Source: an optimization exercise on an open RTL-to-GDS flow (aim: small area). Production flows keep margins and buffers that such runs may drop.
Only simulation tests tie the RTL to the original design; equivalence was not proved.
No activity file was given, so power comes from the tool's default toggle rates.

## red
## filter_all
module filter_all (
    input             clk,
    input             clk_enable,
    input             reset,
    input      [31:0] filter_in,
    output reg [31:0] filter_out_all,
    input      [15:0] filter_gain_100_1k_1,
    input      [15:0] filter_gain_100_1k_2,
    input      [15:0] filter_gain_1k_3k_1,
    input      [15:0] filter_gain_1k_3k_2,
    input      [15:0] filter_gain_3k_5k_1,
    input      [15:0] filter_gain_3k_5k_2,
    input      [15:0] filter_gain_5k_8k_1,
    input      [15:0] filter_gain_5k_8k_2,
    input      [15:0] filter_gain_6k_15k_1,
    input      [15:0] filter_gain_6k_15k_2
);
For scale: about 10000 cells after synthesis, about 230 I/O pins, about 95000 sq um of cells after synthesis.
clock: 10.0 ns
lec_check: 0
cap_margin: 20
core_margin: 2
core_utilization: 65
cts_buf_list: sky130_fd_sc_hd__clkbuf_8 sky130_fd_sc_hd__clkbuf_16
cts_cluster_diameter: 70
cts_cluster_size: 25
slew_margin: 20
standard.sh (not shown) runs the stock make flow with config.mk's settings and CLKGATE_MAP_FILE= SYNTH_SCRIPT=/design/flow/synth_recipe.tcl, a recipe that flattens the netlist after the stock synthesis.
==> flow/flow/run.sh <==
#!/bin/bash
# Own layout flow. It runs the standard synthesis unchanged, then maps the
# combinational logic again for area (registers, full-adder cells and tie
# cells stay as the standard synthesis made them; a full adder may be turned
# into its dual, with inverted inputs and outputs, where that saves
# inverters), then the standard layout
# steps with two changes: the port buffers are buf_1 cells, and clock tree
# synthesis inserts no dummy loads. Each tool writes its output to a log file
# of its own in the work folder (log_*.txt).
set -euo pipefail
W=$(pwd)
F=$W/flow
R=$W/orfs/results/${FLOW_PLATFORM}/filter_all/base
LIB=$FLOW_HOME/platforms/${FLOW_PLATFORM}/lib/sky130_fd_sc_hd__tt_025C_1v80.lib
YOSYS=$FLOW_HOME/../tools/install/yosys/bin/yosys
[ -x "$YOSYS" ] || YOSYS=yosys

# 1. the standard synthesis
bash standard.sh synth > $W/log_1_synth.txt 2>&1

# 2. area-oriented re-mapping of the combinational logic
cp $R/1_2_yosys.v $W/netlist_standard.v
python3 $F/conv.py $LIB $W/netlist_standard.v $W/remap_conv.v $W/remap_stubs.v fa_,conb_ > $W/log_2_conv.txt 2>&1
python3 $F/faflip.py $W/remap_conv.v $W/remap_in.v > $W/log_2_faflip.txt 2>&1
DONT_USE="-dont_use sky130_fd_sc_hd__lpflow_bleeder_1 -dont_use sky130_fd_sc_hd__lpflow_clkbufkapwr_1 -dont_use sky130_fd_sc_hd__lpflow_clkbufkapwr_16 -dont_use sky130_fd_sc_hd__lpflow_clkbufkapwr_2 -dont_use sky130_fd_sc_hd__lpflow_clkbufkapwr_4 -dont_use sky130_fd_sc_hd__lpflow_clkbufkapwr_8 -dont_use sky130_fd_sc_hd__lpflow_clkinvkapwr_1 -dont_use sky130_fd_sc_hd__lpflow_clkinvkapwr_16 -dont_use sky130_fd_sc_hd__lpflow_clkinvkapwr_2 -dont_use sky130_fd_sc_hd__lpflow_clkinvkapwr_4 -dont_use sky130_fd_sc_hd__lpflow_clkinvkapwr_8 -dont_use sky130_fd_sc_hd__lpflow_decapkapwr_12 -dont_use sky130_fd_sc_hd__lpflow_decapkapwr_3 -dont_use sky130_fd_sc_hd__lpflow_decapkapwr_4 -dont_use sky130_fd_sc_hd__lpflow_decapkapwr_6 -dont_use sky130_fd_sc_hd__lpflow_decapkapwr_8 -dont_use sky130_fd_sc_hd__lpflow_inputiso0n_1 -dont_use sky130_fd_sc_hd__lpflow_inputiso0p_1 -dont_use sky130_fd_sc_hd__lpflow_inputiso1n_1 -dont_use sky130_fd_sc_hd__lpflow_inputiso1p_1 -dont_use sky130_fd_sc_hd__lpflow_inputisolatch_1 -dont_use sky130_fd_sc_hd__lpflow_isobufsrc_1 -dont_use sky130_fd_sc_hd__lpflow_isobufsrc_16 -dont_use sky130_fd_sc_hd__lpflow_isobufsrc_2 -dont_use sky130_fd_sc_hd__lpflow_isobufsrc_4 -dont_use sky130_fd_sc_hd__lpflow_isobufsrc_8 -dont_use sky130_fd_sc_hd__lpflow_isobufsrckapwr_16 -dont_use sky130_fd_sc_hd__lpflow_lsbuf_lh_hl_isowell_tap_1 -dont_use sky130_fd_sc_hd__lpflow_lsbuf_lh_hl_isowell_tap_2 -dont_use sky130_fd_sc_hd__lpflow_lsbuf_lh_hl_isowell_tap_4 -dont_use sky130_fd_sc_hd__lpflow_lsbuf_lh_isowell_4 -dont_use sky130_fd_sc_hd__lpflow_lsbuf_lh_isowell_tap_1 -dont_use sky130_fd_sc_hd__lpflow_lsbuf_lh_isowell_tap_2 -dont_use sky130_fd_sc_hd__lpflow_lsbuf_lh_isowell_tap_4 -dont_use sky130_fd_sc_hd__probe_p_8 -dont_use sky130_fd_sc_hd__probec_p_8 "
$YOSYS -l $W/log_3_remap.txt -p "read_verilog $W/remap_stubs.v; read_verilog $W/remap_in.v; hierarchy -check -top $FLOW_TOP; proc; opt; techmap; opt -purge; abc -liberty $LIB $DONT_USE -constr $F/abc.constr -script $F/remap.abc; opt_clean -purge; stat -liberty $LIB; write_verilog -noattr $W/netlist_remapped.v" > /dev/null 2>&1
cp $W/netlist_remapped.v $R/1_2_yosys.v
touch $R/1_2_yosys.v

# 3. the standard layout of the re-mapped netlist
bash standard.sh \
  "BUFFER_PORTS_ARGS=-buffer_cell sky130_fd_sc_hd__buf_1" \
  "CTS_ARGS=-sink_clustering_enable -repair_clock_nets -dont_use_dummy_load -sink_clustering_size 30 -sink_clustering_max_diameter 70 -buf_list {sky130_fd_sc_hd__clkbuf_16}" \
  finish > $W/log_4_layout.txt 2>&1
==> flow/flow/remap.abc <==
strash
dc2
&get -n
&st
&syn2
&dch
&put
map -D 5000
topo
buffer -c
upsize -c
dnsize -c
stime -c
Other scripts of this flow, unchanged in this note and not shown: flow/flow/abc.constr, flow/flow/conv.py, flow/flow/faflip.py
Input changes introduced in blue (baseline for comparison: red):
- swapping 65 for 75 in CORE_UTILIZATION
==> summary.txt <==
- blue: no failed stages, no open violations at the end
- Compared with red, blue ends up with a smaller final cell area.
- Overall die width shrinks by a few percent when moving from red to blue.
- Cmp blue vs red: combinational fraction of design power higher in blue
- Compared with red, blue shows a met3 routed wirelength that is 6900 microns higher.
- Relative to red, blue improves switching power summed over all nets.
- As of blue, power density over the cells had fallen by a few percent compared to red.
diff inputs: blue => green
- CORE_UTILIZATION: 75 -> 78
[summary]
- Diff blue -> green: number of sinks on the clock net held, part of the cycle the worst path needs up 0.75 points, wire length of the first global-routing pass picked up an extra 3.1%, sequential cell count did not really move.
- Total length of routed met3 wires, green and blue, lower one = blue.
- From blue to green the numbers moved as follows: area of combinational cells with multiple inputs shows no meaningful change; number of antenna violations at the first check in global routing shows an increase of 6; total core area shows a reduction of about 3.5%; global-route met1 utilization shows an increase of 3.2 points.
- Final area: green vs blue — no meaningful difference
- Comparing green and blue, the lower source-to-sink clock delay at the later pin of the worst-skew pair was measured on green.
> inputs changed (green -> orange)
- CORE_UTILIZATION now 75, was 78
==> flow/flow/remap.abc <==
strash
dc2
&get -n
&st
&syn2
&dch
&put
map -D 5500
topo
buffer -c
upsize -c
dnsize -c
stime -c
--- outcome ---
- The combinational power in orange was lower than what green gave.
- Of green and orange, green shows the higher maximum net fanout on the critical path, with orange below it.
- In terms of synthesized cell count, orange and green differ only marginally.
- Diff green -> orange | wire length of the first global-routing pass | decrease of about 3.8%
- Comparing green with orange, the area after synthesis came out essentially unchanged.
- orange reports its destination of the critical timing path as b2.p1.h2[8] while green reports b1.p2.h1[13].
- Between orange and green, it is orange whose total routing usage reported by global routing is lower, by 3.6 points.

[re-timing with driven ports]
The flow's constraints put no driver on any port. The routed layouts listed below were extracted and timed again, unchanged, in two steps.
Step 1 assumes that a clkbuf_16 drives the clock port and a buf_2 every other input.
Step 2 times the ports against the registers' clock, not the clock port: input delays grow and output delays shrink by t, the midpoint of the rising clock arrivals with the driver on.
a / b / c = no drivers / after step 1 / after step 2; a / b = the first two.
run	t, ns	setup WS [ns]	worst setup path after step 2	worst slew at a driven data input, ns	pins driven straight from the clock port
red	0.834	0.542 / 0.542 / 0.153	input to register	0.21	1
blue	0.816	0.404 / 0.404 / 0.131	input to register	0.21	1
green	0.805	0.329 / 0.329 / 0.198	input to register	0.20	1
orange	0.818	0.297 / 0.297 / 0.279	input to register	0.18	1
After both steps every run listed still meets setup and hold. The setup slack of red, which loses most, moves by 0.000 ns with the drivers and by -0.389 ns with both steps.
